From an optimization exercise on the open Yosys and OpenROAD flow, aimed at small area; shortcuts taken in it are not production practice.
Where RTL was checked, it was by simulation tests only, not by an equivalence proof against the original.
No functional check of the RTL was part of run 3.
Power and IR drop assume default switching activity.

File: design.v
package crc_sequencer_pkg;
typedef struct packed {
  logic [1:0] crc_poly_size_sel;
  logic [1:0] crc_poly_sel;
  logic req_rpt_en;
  logic [15:0] req_id;
  logic [7:0] data_addr_offset;
  logic [7:0] crc_addr_offset;
} crc_req_t;
parameter CRC_REQ_WITDH = 37;
typedef struct packed {
  logic [63:0] crc_poly;
  logic [1:0] crc_poly_size_sel;
  logic [31:0] data_addr;
  logic [31:0] crc_addr;
  logic [2:0] rpt_num;
  logic [15:0] req_id;  
} crc_param_req_t;
parameter CRC_PARAM_REQ_WITDH = 149;
typedef struct packed {  
  crc_param_req_t crc_param_req;
  logic [7:0] rsp_code;
} crc_param_rsp_t;
typedef struct packed {  
  logic [15:0] req_id;
  logic [7:0] rsp_code;
} crc_rsp_t;
parameter CRC_PARAM_RSP_WITDH = 157;
parameter CRC_RSP_WITDH = 24;
parameter CRC_REQ_MAX_OUTSTAND = 32;
parameter CRC_WD_CNT_W = 16;
endpackage
module crc_sequencer
                    (
                        input wire i_clk,
                        input wire i_nreset,
                        input wire i_reg_apb_psel,
                        input wire i_reg_apb_penable,
                        input wire i_reg_apb_pwrite,
                        input wire [9:0] i_reg_apb_paddr,
                        input wire [31:0] i_reg_apb_pwdata,
                        output wire o_reg_apb_pready,
                        output wire [31:0] o_reg_apb_prdata,
                        input wire i_crc_req_valid,
                        input wire [crc_sequencer_pkg::CRC_REQ_WITDH-1:0] i_crc_req_data,
                        output wire o_crc_req_ready,
                        input wire i_crc_done_ready,
                        output wire [crc_sequencer_pkg::CRC_RSP_WITDH-1:0] o_crc_done_data,
                        output wire o_crc_done_valid,
                        input wire i_crc_param_done_valid,
                        input wire [crc_sequencer_pkg::CRC_PARAM_RSP_WITDH-1:0] i_crc_param_done_data,
                        output wire o_crc_param_done_ready,
                        output wire o_crc_param_valid,
                        output wire [crc_sequencer_pkg::CRC_PARAM_REQ_WITDH-1:0] o_crc_param_data,
                        input wire i_crc_param_ready,
                        output wire o_int
                    );
    wire       apb_rd = i_reg_apb_psel & ~i_reg_apb_pwrite & ~i_reg_apb_penable;
    wire       apb_wr = i_reg_apb_psel &  i_reg_apb_pwrite & ~i_reg_apb_penable;
    wire [7:0] apb_idx = i_reg_apb_paddr[9:2];
    wire [31:0] wd = i_reg_apb_pwdata;
    wire wr_ctrl   = apb_wr & (apb_idx == 8'd0);
    wire wr_p16    = apb_wr & (apb_idx == 8'd1);
    wire wr_p32    = apb_wr & (apb_idx == 8'd2);
    wire wr_p64l   = apb_wr & (apb_idx == 8'd3);
    wire wr_p64h   = apb_wr & (apb_idx == 8'd4);
    wire wr_wdt    = apb_wr & (apb_idx == 8'd5);
    wire wr_pop    = apb_wr & (apb_idx == 8'd6);
    wire wr_inten  = apb_wr & (apb_idx == 8'd12);
    wire wr_intst  = apb_wr & (apb_idx == 8'd13);
    wire wr_dba    = apb_wr & (apb_idx == 8'd14);
    wire wr_cba    = apb_wr & (apb_idx == 8'd15);
    reg [2:0]  cfg_rpt_num;
    reg [15:0] cfg_poly16;
    reg [31:0] cfg_poly32;
    reg [31:0] cfg_poly64l;
    reg [31:0] cfg_poly64h;
    reg [15:0] cfg_wdt_init;
    reg        cfg_wdt_en;
    reg        wdt_fw_clr;
    reg        err_pop_bit;
    reg [1:0]  int_en;
    reg [1:0]  int_status;
    reg [31:0] cfg_data_ba;
    reg [31:0] cfg_crc_ba;
    always @(posedge i_clk or negedge i_nreset)
        if (!i_nreset) cfg_rpt_num <= 3'h0;
        else if (wr_ctrl) cfg_rpt_num <= wd[2:0];
    always @(posedge i_clk or negedge i_nreset)
        if (!i_nreset) cfg_poly16 <= 16'h0;
        else if (wr_p16) cfg_poly16 <= wd[15:0];
    always @(posedge i_clk or negedge i_nreset)
        if (!i_nreset) cfg_poly32 <= 32'h0;
        else if (wr_p32) cfg_poly32 <= wd;
    always @(posedge i_clk or negedge i_nreset)
        if (!i_nreset) cfg_poly64l <= 32'h0;
        else if (wr_p64l) cfg_poly64l <= wd;
    always @(posedge i_clk or negedge i_nreset)
        if (!i_nreset) cfg_poly64h <= 32'h0;
        else if (wr_p64h) cfg_poly64h <= wd;
    always @(posedge i_clk or negedge i_nreset)
        if (!i_nreset) begin
            cfg_wdt_init <= 16'hffff;
            cfg_wdt_en   <= 1'b0;
        end else if (wr_wdt) begin
            cfg_wdt_init <= wd[15:0];
            cfg_wdt_en   <= wd[16];
        end
    always @(posedge i_clk or negedge i_nreset)
        if (!i_nreset) begin
            wdt_fw_clr  <= 1'b0;
            err_pop_bit <= 1'b0;
        end else begin
            wdt_fw_clr  <= wr_wdt & wd[17];
            err_pop_bit <= wr_pop & wd[9];
        end
    always @(posedge i_clk or negedge i_nreset)
        if (!i_nreset) int_en <= 2'h0;
        else if (wr_inten) int_en <= wd[1:0];
    always @(posedge i_clk or negedge i_nreset)
        if (!i_nreset) cfg_data_ba <= 32'h0;
        else if (wr_dba) cfg_data_ba <= wd;
    always @(posedge i_clk or negedge i_nreset)
        if (!i_nreset) cfg_crc_ba <= 32'h0;
        else if (wr_cba) cfg_crc_ba <= wd;
    reg [8*37-1:0] in_mem;
    reg [3:0]  in_head, in_tail;
    wire in_empty = (in_head == in_tail);
    wire in_full  = (in_head[2:0] == in_tail[2:0]) & (in_head[3] != in_tail[3]);
    wire in_push  = i_crc_req_valid & ~in_full;
    assign o_crc_req_ready = ~in_full;
    genvar gi;
    generate
        for (gi = 0; gi < 8; gi = gi + 1) begin : g_in_row
            wire sel  = (in_head[2:0] == gi);
            wire hold = ~(sel & ~in_full);
            wire we   = sel & in_push;
            always @(posedge i_clk)
                in_mem[gi*37 +: 37] <= (in_mem[gi*37 +: 37] & {37{hold}}) | (i_crc_req_data & {37{we}});
        end
    endgenerate
    reg [4:0]   outstand;
    reg         req_v;
    reg [36:0]  req_d;
    reg         prm_v;
    reg [148:0] prm_d;
    reg         prm_push_q;
    wire proc_ready = ~req_v & ~(&outstand);
    wire in_pop     = ~in_empty & proc_ready;
    wire prm_push   = req_v & ~prm_v & ~prm_push_q;
    wire prm_pop    = prm_v & i_crc_param_ready;
    always @(posedge i_clk or negedge i_nreset)
        if (!i_nreset) begin
            in_head <= 4'h0;
            in_tail <= 4'h0;
        end else begin
            if (in_push) in_head <= in_head + 4'h1;
            if (in_pop)  in_tail <= in_tail + 4'h1;
        end
    reg [36:0] in_rd;
    integer ii;
    always @* begin
        in_rd = 37'h0;
        for (ii = 0; ii < 8; ii = ii + 1)
            in_rd = in_rd | (in_mem[ii*37 +: 37] & {37{in_tail[2:0] == ii}});
    end
    always @(posedge i_clk)
        req_d <= (req_d & {37{req_v}}) | (in_rd & {37{in_pop}});
    wire [1:0]  r_pss    = req_d[36:35];
    wire        r_rpt_en = req_d[32];
    wire [15:0] r_id     = req_d[31:16];
    wire [7:0]  r_doff   = req_d[15:8];
    wire [7:0]  r_coff   = req_d[7:0];
    wire [63:0] p_poly = ~r_pss[0] ? {32'h0, cfg_poly32} :
                         (~r_pss[1] ? {48'h0, cfg_poly16} : {cfg_poly64h, cfg_poly64l});
    wire [31:0] p_daddr = cfg_data_ba + {24'h0, r_doff};
    wire [31:0] p_caddr = cfg_crc_ba + {24'h0, r_coff};
    wire [2:0]  p_rpt   = r_rpt_en ? cfg_rpt_num : 3'h0;
    always @(posedge i_clk)
        prm_d <= (prm_d & {149{prm_v}}) | ({p_poly, r_pss, p_daddr, p_caddr, p_rpt, r_id} & {149{prm_push}});
    assign o_crc_param_valid = prm_v;
    assign o_crc_param_data  = prm_d;
    wire [7:0] rsp_code = i_crc_param_done_data[7:0];
    wire [2:0] rsp_rpt  = i_crc_param_done_data[26:24];
    wire       to_err   = (|rsp_code) & (|rsp_rpt);
    reg [8*24-1:0] rsp_mem;
    reg [3:0]  rsp_head, rsp_tail;
    wire rsp_empty = (rsp_head == rsp_tail);
    wire rsp_full  = (rsp_head[2:0] == rsp_tail[2:0]) & (rsp_head[3] != rsp_tail[3]);
    reg [32*158-1:0] err_mem;    
    reg [5:0]   err_cnt;
    reg         err_lag;
    wire err_empty = (err_cnt == 6'h0);
    wire err_full  = err_cnt[5];
    assign o_crc_param_done_ready = to_err ? ~err_full : ~rsp_full;
    wire rsp_accept = i_crc_param_done_valid & o_crc_param_done_ready;
    wire rsp_push   = rsp_accept & ~to_err;
    wire err_push   = rsp_accept & to_err;
    wire rsp_pop    = ~rsp_empty & i_crc_done_ready;
    wire err_pop    = err_pop_bit & ~err_empty;
    wire [23:0]  rsp_wd = {rsp_code, i_crc_param_done_data[23:8]};
    wire [157:0] err_wc = {1'b0, i_crc_param_done_data};
    wire       err_shift = err_lag & ~err_empty;
    wire [5:0] err_cnt_n   = err_cnt + {5'h0, err_push} - {5'h0, err_pop};
    wire       err_lag_n   = err_empty ? err_lag : err_pop;
    wire       err_empty_n = (err_cnt_n == 6'h0);
    wire       err_shift_n = err_lag_n & ~err_empty_n;
    wire [4:0] err_wpos_n  = err_cnt_n[4:0] + {4'h0, err_lag_n & err_empty_n};
    reg  [31:0] err_row_sel, err_row_h, err_row_s;
    reg  [31:0] err_sel_n;
    integer wi;
    always @* begin
        for (wi = 0; wi < 32; wi = wi + 1)
            err_sel_n[wi] = (err_wpos_n == wi) & ~err_cnt_n[5];
    end
    always @(posedge i_clk or negedge i_nreset)
        if (!i_nreset) begin
            err_row_sel <= 32'h1;
            err_row_h   <= 32'hfffffffe;
            err_row_s   <= 32'h0;
        end else begin
            err_row_sel <= err_sel_n;
            err_row_h   <= ~err_sel_n & {32{~err_shift_n}};
            err_row_s   <= ~err_sel_n & {32{err_shift_n}};
        end
    generate
        for (gi = 0; gi < 8; gi = gi + 1) begin : g_rsp_row
            wire sel  = (rsp_head[2:0] == gi);
            wire hold = ~(sel & ~rsp_full);
            wire we   = sel & rsp_push;
            always @(posedge i_clk)
                rsp_mem[gi*24 +: 24] <= (rsp_mem[gi*24 +: 24] & {24{hold}}) | (rsp_wd & {24{we}});
        end
        for (gi = 0; gi < 32; gi = gi + 1) begin : g_err_row
            wire h   = err_row_h[gi];
            wire s   = err_row_s[gi];
            wire w   = err_row_sel[gi] & err_push;
            wire [157:0] nxt;
            if (gi == 31) begin : g_last
                assign nxt = 158'h0;
            end else begin : g_mid
                assign nxt = err_mem[(gi+1)*158 +: 158];
            end
            always @(posedge i_clk)
                err_mem[gi*158 +: 158] <= ~((err_mem[gi*158 +: 158] & {158{h}}) |
                                            (nxt & {158{s}}) |
                                            (err_wc & {158{w}}));
        end
    endgenerate
    always @(posedge i_clk or negedge i_nreset)
        if (!i_nreset) begin
            rsp_head <= 4'h0;
            rsp_tail <= 4'h0;
            err_cnt  <= 6'h0;
            err_lag  <= 1'b0;
        end else begin
            if (rsp_push) rsp_head <= rsp_head + 4'h1;
            if (rsp_pop)  rsp_tail <= rsp_tail + 4'h1;
            err_cnt <= err_cnt + {5'h0, err_push} - {5'h0, err_pop};
            if (~err_empty) err_lag <= err_pop;
        end
    assign o_crc_done_valid = ~rsp_empty;
    reg [23:0] rsp_rd;
    integer ri;
    always @* begin
        rsp_rd = 24'h0;
        for (ri = 0; ri < 8; ri = ri + 1)
            rsp_rd = rsp_rd | (rsp_mem[ri*24 +: 24] & {24{rsp_tail[2:0] == ri}});
    end
    assign o_crc_done_data  = rsp_rd;
    always @(posedge i_clk or negedge i_nreset)
        if (!i_nreset) begin
            req_v      <= 1'b0;
            prm_v      <= 1'b0;
            prm_push_q <= 1'b0;
            outstand   <= 5'h0;
        end else begin
            if (in_pop) req_v <= 1'b1;
            else if (prm_push_q) req_v <= 1'b0;
            if (prm_push) prm_v <= 1'b1;
            else if (prm_pop) prm_v <= 1'b0;
            prm_push_q <= prm_push;
            if (in_pop & ~rsp_accept) outstand <= outstand + 5'h1;
            else if (rsp_accept & ~in_pop) outstand <= outstand - 5'h1;
        end
    reg err_valid_q;    
    reg err_shown;      
    always @(posedge i_clk or negedge i_nreset)
        if (!i_nreset) begin
            err_valid_q <= 1'b0;
            err_shown   <= 1'b0;
        end else begin
            err_valid_q <= ~err_empty;
            if (~err_empty) err_shown <= 1'b1;
        end
    wire act_event = prm_pop | err_pop;
    reg       act_q;
    reg [4:0] act_cnt;
    reg       idle_q;
    wire      crc_idle = &act_cnt;
    always @(posedge i_clk or negedge i_nreset)
        if (!i_nreset) begin
            act_q   <= 1'b0;
            act_cnt <= 5'h1f;
            idle_q  <= 1'b0;
        end else begin
            act_q <= act_event;
            if (act_q) act_cnt <= 5'h0;
            else if (~crc_idle) act_cnt <= act_cnt + 5'h1;
            idle_q <= crc_idle;
        end
    wire act_pulse = ~crc_idle & idle_q;
    wire wdt_en    = (|outstand) & crc_idle & cfg_wdt_en;
    wire wdt_clear = act_pulse | wdt_fw_clr;
    reg [15:0] wdt_cnt;
    reg        wdt_int;
    reg        wdt_en_q;
    always @(posedge i_clk or negedge i_nreset)
        if (!i_nreset) begin
            wdt_cnt  <= 16'hffff;
            wdt_int  <= 1'b0;
            wdt_en_q <= 1'b0;
        end else begin
            if ((wdt_en & ~wdt_en_q) | wdt_clear) wdt_cnt <= cfg_wdt_init;
            else if (wdt_en) wdt_cnt <= wdt_cnt - 16'h1;
            if (wdt_clear) wdt_int <= 1'b0;
            else if (~(|wdt_cnt)) wdt_int <= 1'b1;
            wdt_en_q <= wdt_en;
        end
    reg wdt_lvl_q;
    reg full_lvl_q;
    always @(posedge i_clk or negedge i_nreset)
        if (!i_nreset) begin
            wdt_lvl_q  <= 1'b0;
            full_lvl_q <= 1'b0;
            int_status <= 2'h0;
        end else begin
            wdt_lvl_q  <= wdt_int;
            full_lvl_q <= err_full;
            int_status[0] <= (int_status[0] | (wdt_int & ~wdt_lvl_q)) & ~(wr_intst & wd[0]);
            int_status[1] <= (int_status[1] | (err_full & ~full_lvl_q)) & ~(wr_intst & wd[1]);
        end
    assign o_int = |(int_status & int_en);
    wire sel_w6  = (apb_idx == 8'd6);
    wire sel_w7  = (apb_idx == 8'd7);
    wire sel_w8  = (apb_idx == 8'd8);
    wire sel_w9  = (apb_idx == 8'd9);
    wire sel_w10 = (apb_idx == 8'd10);
    wire sel_w11 = (apb_idx == 8'd11);
    wire [156:0] e0 = err_mem[156:0];
    wire         e0_inv = err_mem[157];
    wire [31:0] err_rd = ({24'h0, e0[7:0]} & {32{sel_w6}})
                       | (e0[124:93] & {32{sel_w7}})
                       | (e0[156:125] & {32{sel_w8}})
                       | (e0[90:59] & {32{sel_w9}})
                       | (e0[58:27] & {32{sel_w10}})
                       | ({11'h0, e0[23:8], e0[26:24], e0[92:91]} & {32{sel_w11}});
    wire [31:0] err_rd_mask = {32{err_shown}} &
                              ({24'h0, {8{sel_w6}}} | {32{sel_w7 | sel_w8 | sel_w9 | sel_w10}} | {11'h0, {21{sel_w11}}});
    reg [31:0] rd_mux;
    always @* begin
        rd_mux = 32'h0;
        case (apb_idx)
            8'd0:  rd_mux[2:0]  = cfg_rpt_num;
            8'd1:  rd_mux[15:0] = cfg_poly16;
            8'd2:  rd_mux       = cfg_poly32;
            8'd3:  rd_mux       = cfg_poly64l;
            8'd4:  rd_mux       = cfg_poly64h;
            8'd5:  rd_mux[17:0] = {wdt_fw_clr, cfg_wdt_en, cfg_wdt_init};
            8'd6:  rd_mux[9:8]  = {err_pop_bit, err_valid_q};
            8'd12: rd_mux[1:0]  = int_en;
            8'd13: rd_mux[1:0]  = int_status;
            8'd14: rd_mux       = cfg_data_ba;
            8'd15: rd_mux       = cfg_crc_ba;
            default: rd_mux = 32'h0;
        endcase
        rd_mux = rd_mux | ((err_rd ^ {32{e0_inv}}) & err_rd_mask);
    end
    reg [31:0] rdata_q;
    always @(posedge i_clk or negedge i_nreset)
        if (!i_nreset) rdata_q <= 32'h0;
        else rdata_q <= apb_rd ? rd_mux : 32'h0;
    assign o_reg_apb_prdata = rdata_q;
    assign o_reg_apb_pready = 1'b1;
endmodule
File: config.mk
export PLATFORM = sky130hd
export DESIGN_NAME = crc_sequencer
export DESIGN_NICKNAME = crc_sequencer
export VERILOG_FILES = /design/flow/design.v
export SDC_FILE = /design/flow/constraint.sdc
export NUM_CORES = 4
export LEC_CHECK = 0
export CAP_MARGIN = 20
export CELL_PAD_IN_SITES_DETAIL_PLACEMENT = 1
export CELL_PAD_IN_SITES_GLOBAL_PLACEMENT = 1
export CORE_MARGIN = 2
export CORE_UTILIZATION = 40
export PLACE_DENSITY = 0.55
export SLEW_MARGIN = 20
export SYNTH_MEMORY_MAX_BITS = 16384
File: constraint.sdc
create_clock -name core_clock -period 10.0 [get_ports {i_clk}]
set_input_delay 2.0000 -clock core_clock [delete_from_list [all_inputs] [get_ports {i_clk}]]
set_output_delay 2.0000 -clock core_clock [all_outputs]
set_load 0.01 [all_outputs]
File: flow/run.sh
#!/bin/bash
# Layout flow: the standard flow (standard.sh) with two changes:
#  - the port buffers that global placement inserts are sky130_fd_sc_hd__buf_1
#  - clock tree synthesis uses clkbuf_16, sink clusters of up to 25 (80 um) and no dummy loads
# Each make/tool run writes its full output to a log file in this folder;
# ORFS's per-step logs stay under orfs/logs/.
set -euo pipefail
PORTBUF="-buffer_cell sky130_fd_sc_hd__buf_1"
CTS="-sink_clustering_enable -repair_clock_nets -sink_clustering_size 25 -sink_clustering_max_diameter 80 -buf_list sky130_fd_sc_hd__clkbuf_16 -dont_use_dummy_load"
export BUFFER_PORTS_ARGS="$PORTBUF"
export CTS_ARGS="$CTS"
bash standard.sh "BUFFER_PORTS_ARGS=$PORTBUF" "CTS_ARGS=$CTS" finish > standard_flow.log 2>&1
File: standard.sh
#!/bin/bash
# synth_recipe.tcl (not shown) runs the flow's synth.tcl, then flattens the netlist and writes it again
# the make line also repeats each setting of config.mk as NAME=value (left out here)
make -C /OpenROAD-flow-scripts/flow DESIGN_CONFIG=/design/flow/config.mk WORK_HOME=/design/flow/orfs CLKGATE_MAP_FILE= SYNTH_SCRIPT=/design/flow/synth_recipe.tcl "${@:-finish}"
==> reports/metrics.csv, run 1 <==
metric;value;unit
post-CTS resize count;0;
global-route wire length before repair;1130000;µm
CORE AREA;0.516;mm²
CTS clk-pin slew, worst paths;0.10;ns
Final Wtd Congestion;0.866;
Tcrit/Tclk final;72.2;%
Mapped Area;0.207;mm²
Routed WL per cell;34.9;µm
Final nets;15400;
status;finished clean;
worst skew pair latency;1.01;ns
metal2 WL;354000;µm
Post-synth EDFFs;0;
Worst setup startpoint;i_crc_param_done_data[4];
Via Count;164000;
Top Layer Used;met5;
Fmax achieved;0.139;GHz
warning count from the yosys run;1;
CTS root buffer;clkbuf_16;
DIE HEIGHT;723;µm
worst-path fanout max;21;
sequential area share after synthesis;60.1;%
Crit Path Category;in -> reg;
post-route cell area;0.216;mm²
Synth-to-Final Area Change;4.51;%
Seq cells post-synth;6101;
die width;723;µm
Setup Skew;0.0952;ns
FF-to-FF Start;err_cnt[5];
clock sink count;6101;
dpl cells;21700;
WP data arrival;8.00;ns
met3 wire length;63600;µm
dpl ws;1.78;ns
vias per cell;7.43;
drt total wl;768000;µm
layout cells sized above 1;8.91;%
vias in the first global route;168000;
cells after synthesis;16500;
Peak VDD IR;169;µV
CP Data Required Time;10.78;ns
Hold Path Origin;err_mem[5055];
slew margin rel.;11.7;%
worst slew pin tran;1.32;ns
syn_area_per_cell;12.5;µm²
postcts setup bufs;0;
Fin. Hold Viols;0;
Layout Cells excl Fill;22000;
main flop type after synthesis;dfxtp_1;
asr flop ratio synth;6.38;%
I/O Buffers;450;
fin worst setup slack;2.78;ns
final setup violating endpoints;0;
Post-CTS Hold Buffers;0;
Post-DP HPWL;473000;µm
TritonCTS clock tree;built;
MaxCap Viol Count;0;
Crit. End Element;register;
Overall Global Routing Usage;27.8;%
ANT nets after route;0;
commonest non-fill, non-tap cell in the layout;dfxtp_1;
H-tree levels;5;
Hold WC Path Type;reg -> reg;
RSZ-0062 raised after global routing;false;
DIE AREA;0.523;mm²
clock period minus worst slack;7.22;ns
Net Count, Synth;16800;
initial antenna violation count;56;
initial core utilization;40.1;%
Starting DRT DRC Count;32600;
CP Launch Type;input port;
Area after DPL;0.208;mm²
Final Slew Violations;0;
most frequent cells in the layout;dfxtp_1 (5712), a222oi_1 (4953), nand2_1 (477);
WL met1;322000;µm
DRC viols;0;
setup TNS;0;ns
cell row count;264;
synth unique cells;92;
largest net degree at the start of global routing;152;
GR Overflow Total;0;
total power;0.0714;W
Power Dens Cells;331;mW/mm²
1st-pass router iterations;13;
Top-Level Pins;456;
Clock Tree Buf Depth;4;
Num CTS Buffers;312;
leakage power;77.2;nW
## final cells by class
cell class	count	area, µm²
Inverter	67	253
Antenna cell	25	62.6
Tap cell	6916	8650
Timing Repair Buffer	793	4760
Sequential cell	6101	124000
Fill cell	52400	300000
Clock buffer	312	7810
Multi-Input combinational cell	7801	70100
## final timing paths
| kind | to | cells past startpoint | slack, ns |
|---|---|---|---|
| max in group asynchronous | cfg_poly64h[21] | 2 | 7.29 |
| worst min-delay path | err_mem[5055] | 1 | 0.41 |
| worst max register to register | err_row_s[30] | 22 | 3.81 |
| worst min register to register | err_mem[5055] | 1 | 0.41 |
| min in group asynchronous | rsp_tail[0] | 1 | 1.15 |
| worst max-delay path | err_row_s[30] | 23 | 2.78 |
## kinds of logic (layout without fill, tap and decap cells)
family          count (synthesis)  count (layout)  share of synthesized area [%]
mux                           424             424                           2.34
flops                        6101            6101                           60.1
compound gates               6342            6342                           28.7
other cells                     1              26                        0.00181
xor+xnor                       48              48                          0.203
simple gates                  925             925                           2.16
buf+inv                      2623            1172                           6.15
fa+ha+maj                      61              61                          0.384
## report_power, final
part           leakage, nW  internal, W  switching (W)
clock network         3.84      0.00559        0.00787
logic                 19.1      0.00799        0.00848
registers             54.2       0.0347        0.00676
## state kept, by name, summed over array words and instances, names as in the netlist, 31 cells and up
register and cells:
err_mem 5056, in_mem 280, rsp_mem 192, prm_d 149, req_d 35, cfg_crc_ba 32, cfg_data_ba 32, cfg_poly32 32
cfg_poly64h 32, cfg_poly64l 32, err_row_h 32, err_row_sel 32, rdata_q 32, err_row_s 31
## cell usage after synthesis, drive strengths merged, types with 27 or more instances
library cell	count	share of area (%)
a21oi	125	0.30
a221oi	54	0.23
a222oi	4953	24
a22o	306	1.3
a22oi	262	0.95
and2	81	0.25
buf	547	2.4
clkbuf	2009	3.6
dfrtp	320	3.9
dfstp	69	0.88
dfxtp	5712	55
ha	57	0.34
inv	67	0.12
mux2	330	1.8
mux2i	79	0.38
nand2	484	0.88
nand3	92	0.22
nand4	36	0.11
nor2	50	0.091
nor3	48	0.13
o211ai	27	0.098
o21ai	412	1.0
xnor2	30	0.13
## layer usage
layer	GRT usage [%]	up-vias
met4	9.91	38
met3	4.81	1144
li1	-	67900
met2	45.8	7239
met1	36.8	87300
met5	0	-
## metrics by stage
stage	hold WS, ns	utilization (%)
final	0.412	41.9
after floorplan	0.366	-
after global placement	0.378	40.3
after CTS	0.418	41.8
after global routing	0.422	41.9
after detailed placement	0.392	40.3
## worst max-delay path, stage by stage
cell and delay [ns]:
clkbuf_2 0.09, or4_1 0.72, o32ai_2 0.26, buf_4 0.31, nor3b_4 0.08, inv_1 0.06, ha_1 0.12, inv_1 0.04
ha_1 0.22, fa_1 0.45, xnor2_1 0.50, inv_1 0.24, or3_1 0.45, nor4_1 0.30, and2_1 0.21, ha_1 0.18
ha_1 0.28, nor2b_1 0.22, nand4_1 0.18, a22o_1 0.29, a211oi_2 0.32, buf_4 0.31, a21oi_1 0.11
==> run 2, diff against run 1 <==
==> run.sh (new file) <==
#!/bin/bash
# synth_recipe.tcl (not shown) runs the flow's synth.tcl, then flattens the netlist and writes it again
# the make line also repeats each setting of config.mk as NAME=value (left out here)
make -C /OpenROAD-flow-scripts/flow DESIGN_CONFIG=/design/flow/config.mk WORK_HOME=/design/flow/orfs CLKGATE_MAP_FILE= SYNTH_SCRIPT=/design/flow/synth_recipe.tcl finish
removed: flow/run.sh
removed: standard.sh
==> run 2 against run 1 <==
Largest power group unchanged. Worst hold slack worse by 0.020 ns. Combinational power about the same. Still clean on timing, DRC and antenna. Via count up 2.0%. Clock power up 79%. Fmax down 3.4%.
==> reports/metrics.csv, run 2 <==
metric;value;unit;change
Via Count;167000;;+2.0%
asr flop ratio synth;6.38;%;unchanged
Clock Tree Buf Depth;4;;unchanged
largest area contributor in the netlist;dfxtp_1;;
clock period minus worst slack;7.47;ns;+0.252 ns
most frequent cells in the layout;dfxtp_1 (5712), a222oi_1 (4953), clkbuf_16 (669);;
worst-path fanout max;13;;-38%
CTS clk-pin slew, worst paths;0.06;ns;-0.04 ns
count leader, synth;dfxtp_1;;
vias in the first global route;171000;;+1.9%
CTS root buffer;clkbuf_16;;
RSZ-0062 raised after global routing;false;;
initial core utilization;40.1;%;unchanged
Fmax achieved;0.134;GHz;-3.4%
Crit. End Element;register;;
DIE HEIGHT;723;µm;unchanged
warning count from the yosys run;1;;unchanged
syn_area_per_cell;12.5;µm²;unchanged
GR Overflow Total;0;;unchanged
cells after synthesis;16500;;unchanged
Starting DRT DRC Count;32900;;+0.90%
sequential area share after synthesis;60.1;%;unchanged
CORE AREA;0.516;mm²;unchanged
Synth-to-Final Area Change;12.4;%;
Post-DP HPWL;478000;µm;+0.96%
Net Count, Synth;16800;;unchanged
I/O Buffers;450;;unchanged
Tcrit/Tclk final;74.7;%;+2.5 points
Post-synth EDFFs;0;;unchanged
biggest regs;err_mem: 5056 flops, in_mem: 280 flops, rsp_mem: 192 flops;;
Power Dens Cells;355;mW/mm²;+7.4%
setup TNS;0;ns;unchanged
vias per cell;7.27;;-2.2%
Num CTS Buffers;648;;+110%
Top-Level Pins;456;;unchanged
H-tree levels;6;;+1
max reg flops;5056;;unchanged
post-CTS resize count;0;;unchanged
Peak VDD IR;193;µV;+14%
drt total wl;781000;µm;+1.6%
CP Launch Type;input port;;
layout cells sized above 1;12.5;%;+3.6 points
global-route wire length before repair;1150000;µm;+2.0%
Overall Global Routing Usage;28.3;%;+0.50 points
Biggest register;err_mem;;
largest cells by area after synthesis;dfxtp_1 (55%), a222oi_1 (24%), dfrtp_1 (3.9%), clkbuf_1 (3.6%), buf_6 (1.9%);;
Setup Skew;0.0258;ns;-0.0694 ns
post-route cell area;0.232;mm²;+7.5%
initial antenna violation count;61;;+8.9%
DIE AREA;0.523;mm²;unchanged
Mapped Area;0.207;mm²;unchanged
Final Slew Violations;0;;unchanged
cell row count;264;;unchanged
synth unique cells;92;;unchanged
Commonest cells post-synth;dfxtp_1 (5712), a222oi_1 (4953), clkbuf_1 (2009);;
main flop type after synthesis;dfxtp_1;;
Hold WC Path Type;reg -> reg;;
slew margin rel.;9.34;%;-2.4 points
Seq cells post-synth;6101;;unchanged
MaxCap Viol Count;0;;unchanged
die width;723;µm;unchanged
commonest non-fill, non-tap cell in the layout;dfxtp_1;;
worst slew pin tran;1.32;ns;-0.00180 ns
TritonCTS clock tree;built;;
Crit Path Category;in -> reg;;
worst skew pair latency;1.12;ns;+0.11 ns
leakage power;84.8;nW;+9.8%
Area after DPL;0.211;mm²;+1.4%
Final nets;15800;;+2.6%
Fin. Hold Viols;0;;unchanged
CP Data Required Time;10.93;ns;+0.15 ns
clock sink count;6101;;unchanged
Final Wtd Congestion;0.860;;-0.66%
final setup violating endpoints;0;;unchanged
status;finished clean;;
ANT nets after route;0;;unchanged
Post-CTS Hold Buffers;0;;unchanged
DRC viols;0;;unchanged
postcts setup bufs;0;;unchanged
Synth top area share;55.3;%;unchanged
fin util;45.0;%;+3.1 points
largest net degree at the start of global routing;158;;+3.9%
WP data arrival;8.40;ns;+0.40 ns
Routed WL per cell;34.0;µm;-2.5%
1st-pass router iterations;14;;+1
==> run 2: cell counts after synthesis <==
Identical to the previous run, type by type.
==> run 2: worst paths after layout <==
path | depth (start not counted) | to | startpoint | slack [ns]
min in group asynchronous | 1 | rsp_tail[3] | i_nreset | 0.90
max | 23 | err_row_s[12] | i_crc_param_done_data[4] | 2.53
max reg2reg | 22 | err_row_s[12] | err_cnt[5] | 3.71
max in group asynchronous | 2 | cfg_poly64l[23] | i_nreset | 7.62
min | 1 | err_mem[5055] | err_mem[5055] | 0.39
min reg2reg | 1 | err_mem[5055] | err_mem[5055] | 0.39
==> run 2: report_power, final <==
part | total [W] | leakage (nW) | internal, W | switching [W]
clock network | 0.0241 | 10.5 | 0.0140 | 0.0101
logic | 0.0167 | 20.1 | 0.00824 | 0.00845
registers | 0.0417 | 54.2 | 0.0348 | 0.00689
total | 0.0825 | 84.8 | 0.0570 | 0.0255
==> run 2: layer usage <==
metal  global-route usage, %  vias to the layer above  part of all wire (%)
met4                    11.2                       36                   3.9
li1                        -                    69300                     -
met1                    37.5                    88400                    42
met3                    5.33                     1401                   8.5
met2                    45.7                     7722                    46
met5                       0                        -                 0.029
==> run 2: cell type report <==
class                           count  area, µm²
Fill cell                       51700     284000
Sequential cell                  6101     124000
Multi-Input combinational cell   7801      70100
Clock buffer                     1021      19700
Tap cell                         6916       8650
Timing Repair Buffer              858       7460
Clock inverter                    146       1590
Inverter                           67        253
Antenna cell                       32       80.1
==> run 2: logic make-up after synthesis <==
| logic type | synth area share, % |
|---|---|
| xor gates and xnor gates | 0.203 |
| buffers and inverters | 6.15 |
| DFF | 60.1 |
| and+or+nand+nor | 2.16 |
| other | 0.00181 |
| adders and majority gates | 0.384 |
| AOI/OAI and AO/OA | 28.7 |
| muxes | 2.34 |
==> run 2: through the flow <==
| stage | setup WS [ns] | total power, W | hold slack (ns) | cells |
|---|---|---|---|---|
| after floorplan | 3.32 | 0.0515 | 0.366 | 16500 |
| after global placement | 1.23 | 0.0574 | 0.374 | 21700 |
| after detailed placement | 1.32 | 0.0585 | 0.381 | 21700 |
| after CTS | 2.48 | 0.0827 | 0.396 | 22900 |
| after global routing | 2.33 | 0.0865 | 0.408 | 22900 |
| final | 2.53 | 0.0825 | 0.392 | 22900 |
==> run 2: worst max-delay path, cell delays in order <==
cell	delay [ns]
buf_2	0.11
or4_1	0.77
o32ai_4	0.46
buf_4	0.29
nor3b_4	0.06
inv_1	0.06
ha_1	0.13
inv_1	0.05
ha_1	0.22
fa_1	0.46
xnor2_1	0.52
inv_1	0.21
or3_1	0.44
nor4_1	0.26
and2_1	0.20
ha_1	0.20
ha_1	0.31
nor2b_1	0.25
nand4_1	0.18
nand4_1	0.23
nor4b_4	0.64
buf_6	0.24
a21oi_1	0.08
==> run 3, diff against run 2 <==
--- a/design.v
+++ b/design.v
@@ -187,11 +187,10 @@
     reg [3:0]  rsp_head, rsp_tail;
     wire rsp_empty = (rsp_head == rsp_tail);
     wire rsp_full  = (rsp_head[2:0] == rsp_tail[2:0]) & (rsp_head[3] != rsp_tail[3]);
-    reg [32*158-1:0] err_mem;    
-    reg [5:0]   err_cnt;
-    reg         err_lag;
-    wire err_empty = (err_cnt == 6'h0);
-    wire err_full  = err_cnt[5];
+    reg [32*157-1:0] err_mem;
+    reg [5:0]   err_head, err_tail;
+    wire err_empty = (err_head == err_tail);
+    wire err_full  = (err_head[4:0] == err_tail[4:0]) & (err_head[5] != err_tail[5]);
     assign o_crc_param_done_ready = to_err ? ~err_full : ~rsp_full;
     wire rsp_accept = i_crc_param_done_valid & o_crc_param_done_ready;
     wire rsp_push   = rsp_accept & ~to_err;
@@ -199,30 +198,11 @@
     wire rsp_pop    = ~rsp_empty & i_crc_done_ready;
     wire err_pop    = err_pop_bit & ~err_empty;
     wire [23:0]  rsp_wd = {rsp_code, i_crc_param_done_data[23:8]};
-    wire [157:0] err_wc = {1'b0, i_crc_param_done_data};
-    wire       err_shift = err_lag & ~err_empty;
-    wire [5:0] err_cnt_n   = err_cnt + {5'h0, err_push} - {5'h0, err_pop};
-    wire       err_lag_n   = err_empty ? err_lag : err_pop;
-    wire       err_empty_n = (err_cnt_n == 6'h0);
-    wire       err_shift_n = err_lag_n & ~err_empty_n;
-    wire [4:0] err_wpos_n  = err_cnt_n[4:0] + {4'h0, err_lag_n & err_empty_n};
-    reg  [31:0] err_row_sel, err_row_h, err_row_s;
-    reg  [31:0] err_sel_n;
-    integer wi;
-    always @* begin
-        for (wi = 0; wi < 32; wi = wi + 1)
-            err_sel_n[wi] = (err_wpos_n == wi) & ~err_cnt_n[5];
-    end
+    reg err_ph;
     always @(posedge i_clk or negedge i_nreset)
-        if (!i_nreset) begin
-            err_row_sel <= 32'h1;
-            err_row_h   <= 32'hfffffffe;
-            err_row_s   <= 32'h0;
-        end else begin
-            err_row_sel <= err_sel_n;
-            err_row_h   <= ~err_sel_n & {32{~err_shift_n}};
-            err_row_s   <= ~err_sel_n & {32{err_shift_n}};
-        end
+        if (!i_nreset) err_ph <= 1'b0;
+        else err_ph <= ~err_ph;
+    wire [156:0] err_wc = i_crc_param_done_data ^ {157{err_ph}};
     generate
         for (gi = 0; gi < 8; gi = gi + 1) begin : g_rsp_row
             wire sel  = (rsp_head[2:0] == gi);
@@ -232,32 +212,24 @@
                 rsp_mem[gi*24 +: 24] <= (rsp_mem[gi*24 +: 24] & {24{hold}}) | (rsp_wd & {24{we}});
         end
         for (gi = 0; gi < 32; gi = gi + 1) begin : g_err_row
-            wire h   = err_row_h[gi];
-            wire s   = err_row_s[gi];
-            wire w   = err_row_sel[gi] & err_push;
-            wire [157:0] nxt;
-            if (gi == 31) begin : g_last
-                assign nxt = 158'h0;
-            end else begin : g_mid
-                assign nxt = err_mem[(gi+1)*158 +: 158];
-            end
+            wire sel  = (err_head[4:0] == gi);
+            wire hold = ~(sel & ~err_full);
+            wire we   = sel & err_push;
             always @(posedge i_clk)
-                err_mem[gi*158 +: 158] <= ~((err_mem[gi*158 +: 158] & {158{h}}) |
-                                            (nxt & {158{s}}) |
-                                            (err_wc & {158{w}}));
+                err_mem[gi*157 +: 157] <= ~((err_mem[gi*157 +: 157] & {157{hold}}) | (err_wc & {157{we}}));
         end
     endgenerate
     always @(posedge i_clk or negedge i_nreset)
         if (!i_nreset) begin
             rsp_head <= 4'h0;
             rsp_tail <= 4'h0;
-            err_cnt  <= 6'h0;
-            err_lag  <= 1'b0;
+            err_head <= 6'h0;
+            err_tail <= 6'h0;
         end else begin
             if (rsp_push) rsp_head <= rsp_head + 4'h1;
             if (rsp_pop)  rsp_tail <= rsp_tail + 4'h1;
-            err_cnt <= err_cnt + {5'h0, err_push} - {5'h0, err_pop};
-            if (~err_empty) err_lag <= err_pop;
+            if (err_push) err_head <= err_head + 6'h1;
+            if (err_pop)  err_tail <= err_tail + 6'h1;
         end
     assign o_crc_done_valid = ~rsp_empty;
     reg [23:0] rsp_rd;
@@ -285,14 +257,20 @@
         end
     reg err_valid_q;    
     reg err_shown;      
+    reg err_shift;      
     always @(posedge i_clk or negedge i_nreset)
         if (!i_nreset) begin
             err_valid_q <= 1'b0;
             err_shown   <= 1'b0;
+            err_shift   <= 1'b0;
         end else begin
             err_valid_q <= ~err_empty;
-            if (~err_empty) err_shown <= 1'b1;
+            if (~err_empty) begin
+                err_shown <= 1'b1;
+                err_shift <= err_pop;
+            end
         end
+    wire [4:0]   err_rd_idx = err_tail[4:0] - {4'h0, err_shift};
     wire act_event = prm_pop | err_pop;
     reg       act_q;
     reg [4:0] act_cnt;
@@ -347,14 +325,23 @@
     wire sel_w9  = (apb_idx == 8'd9);
     wire sel_w10 = (apb_idx == 8'd10);
     wire sel_w11 = (apb_idx == 8'd11);
-    wire [156:0] e0 = err_mem[156:0];
-    wire         e0_inv = err_mem[157];
-    wire [31:0] err_rd = ({24'h0, e0[7:0]} & {32{sel_w6}})
-                       | (e0[124:93] & {32{sel_w7}})
-                       | (e0[156:125] & {32{sel_w8}})
-                       | (e0[90:59] & {32{sel_w9}})
-                       | (e0[58:27] & {32{sel_w10}})
-                       | ({11'h0, e0[23:8], e0[26:24], e0[92:91]} & {32{sel_w11}});
+    reg [31:0] err_rd;
+    reg [31:0] err_e_sel;
+    integer ei;
+    always @* begin
+        err_rd = 32'h0;
+        for (ei = 0; ei < 32; ei = ei + 1) begin
+            err_e_sel[ei] = err_shown & (err_rd_idx == ei);
+            err_rd = err_rd
+                   | ({24'h0, err_mem[ei*157 +: 8]}     & {32{err_e_sel[ei] & sel_w6}})
+                   | (err_mem[ei*157 + 93  +: 32]       & {32{err_e_sel[ei] & sel_w7}})
+                   | (err_mem[ei*157 + 125 +: 32]       & {32{err_e_sel[ei] & sel_w8}})
+                   | (err_mem[ei*157 + 59  +: 32]       & {32{err_e_sel[ei] & sel_w9}})
+                   | (err_mem[ei*157 + 27  +: 32]       & {32{err_e_sel[ei] & sel_w10}})
+                   | ({11'h0, err_mem[ei*157 + 8 +: 16], err_mem[ei*157 + 24 +: 3], err_mem[ei*157 + 91 +: 2]}
+                                                        & {32{err_e_sel[ei] & sel_w11}});
+        end
+    end
     wire [31:0] err_rd_mask = {32{err_shown}} &
                               ({24'h0, {8{sel_w6}}} | {32{sel_w7 | sel_w8 | sel_w9 | sel_w10}} | {11'h0, {21{sel_w11}}});
     reg [31:0] rd_mux;
@@ -374,7 +361,7 @@
             8'd15: rd_mux       = cfg_crc_ba;
             default: rd_mux = 32'h0;
         endcase
-        rd_mux = rd_mux | ((err_rd ^ {32{e0_inv}}) & err_rd_mask);
+        rd_mux = rd_mux | ((err_rd ^ {32{err_ph}}) & err_rd_mask);
     end
     reg [31:0] rdata_q;
     always @(posedge i_clk or negedge i_nreset)
==> config.mk (replaced) <==
export PLATFORM = sky130hd
export DESIGN_NAME = crc_sequencer
export DESIGN_NICKNAME = crc_sequencer
export VERILOG_FILES = /design/flow/design.v
export SDC_FILE = /design/flow/constraint.sdc
export NUM_CORES = 4
export LEC_CHECK = 0
export CAP_MARGIN = 20
export CORE_MARGIN = 2
export CORE_UTILIZATION = 65
export CTS_BUF_LIST = sky130_fd_sc_hd__clkbuf_8
export CTS_CLUSTER_DIAMETER = 100
export CTS_CLUSTER_SIZE = 30
export SLEW_MARGIN = 20
export SYNTH_MEMORY_MAX_BITS = 16384
==> run 3 against run 2 <==
The run now fails in global routing. Synthesized cell count increased by 27%. Synthesized area increased by 5.6%.
==> reports/metrics.csv, run 3 <==
metric;value;unit;change
post-CTS resize count;0;;unchanged
tool error;[ERROR GRT-0116] Global routing finished with congestion. Check the congestion regions in the DRC Viewer.;;
Overall Global Routing Usage;86.7;%;
clock sink count;5981;;-2.0%
Post-DP HPWL;906000;µm;+90%
sequential area share after synthesis;55.5;%;-4.5 points
Synth top area share;52.1;%;-3.2 points
Num CTS Buffers;224;;-65%
initial core utilization;65.4;%;+25 points
Commonest cells post-synth;a22oi_1 (6421), dfxtp_1 (5680), clkbuf_1 (2150);;
global-route wire length before repair;2040000;µm;
Stopped at;global routing;;
synth unique cells;89;;-3.3%
asr flop ratio synth;5.03;%;-1.3 points
H-tree levels;4;;-2
Net Count, Synth;21200;;+26%
main flop type after synthesis;dfxtp_1;;
warning count from the yosys run;1;;unchanged
vias in the first global route;229000;;
Clock Tree Buf Depth;4;;unchanged
DIE HEIGHT;584;µm;-19%
Final Wtd Congestion;1.21;;+40%
I/O Buffers;450;;unchanged
postcts setup bufs;0;;unchanged
Post-synth EDFFs;0;;unchanged
largest cells by area after synthesis;dfxtp_1 (52%), a22oi_1 (22%), clkbuf_1 (3.7%), dfrtp_1 (3.0%), a22o_1 (1.9%);;
Top-Level Pins;456;;unchanged
Mapped Area;0.218;mm²;+5.6%
Post-CTS Hold Buffers;0;;unchanged
die width;584;µm;-19%
GR Overflow Total;30;;
largest net degree at the start of global routing;192;;
cells after synthesis;20900;;+27%
status;stopped before the end;;
syn_area_per_cell;10.4;µm²;-17%
dpl ws;1.37;ns;+0.0494 ns
Seq cells post-synth;5981;;-2.0%
count leader, synth;a22oi_1;;
cell row count;212;;-20%
CTS root buffer;clkbuf_8;;
largest area contributor in the netlist;dfxtp_1;;
run 3: how the worst min path moves through the flow:
stage | start | to | slack, ns | cells past startpoint
after CTS | err_mem[888] | err_mem[888] | 0.46 | 1
after detailed placement | wdt_int | wdt_lvl_q | 0.43 | 0
after global placement | wdt_int | wdt_lvl_q | 0.42 | 0
after floorplan | wdt_int | wdt_lvl_q | 0.37 | 0
run 3: routing by layer:
metal	overflow	GRT usage, %
met1	0	87.7
met2	1	94.5
met3	18	79.8
met4	9	82.9
met5	2	69.1
run 3: power by group through the flow:
stage / combinational [W] / clock [W] / sequential, W
after detailed placement: 0.0160 / 0 / 0.0417
after CTS: 0.0160 / 0.00925 / 0.0412
after global placement: 0.0151 / 0 / 0.0411
after floorplan: 0.0109 / 0 / 0.0398
run 3: logic make-up after synthesis:
logic type / synth area share, %
compound gates: 30.2
flops: 55.5
simple gates: 6.72
buf+inv: 4.35
mux: 1.76
xor+xnor: 1.06
fa+ha+maj: 0.348
other cells: 0.00172
run 3: per-stage QoR:
stage	cells	hold slack, ns	utilization (%)	instance area (µm²)
global placement	24400	0.418	70.1	234000
CTS	24700	0.459	71.2	238000
floorplan	20900	0.375	-	218000
detailed placement	24500	0.431	70.2	234000

[port drivers added, routing unchanged]
Ports are ideal in the flow. The routed layouts listed here were re-timed in OpenROAD. Step 1 sets driving cells, clkbuf_16 on the clock port and buf_2 on the other inputs (assumed; they add their load-dependent delay and slew). Step 2 adds t to the input delays and takes it off the output delays; t is the mean of the earliest and latest rising clock arrival at the registers after step 1. Input paths then give back, and output paths get back, about the clock's delay inside the block. Slacks: ideal ports / drivers / drivers and shift; pairs: ideal ports / drivers.
run | t (ns) | setup WS [ns] | clock arrival spread, ns | slew at the worst register clock pin (ns)
run 1 | 1.083 | 2.781 / 2.870 / 1.787 | 0.096 / 0.096 | 0.10 / 0.10
run 2 | 1.220 | 2.529 / 2.630 / 1.409 | 0.039 / 0.039 | 0.07 / 0.07
After both steps setup and hold are still met in every run listed. For run 2, which loses most, drivers alone change the setup slack by +0.101 ns; drivers and shift together by -1.120 ns.
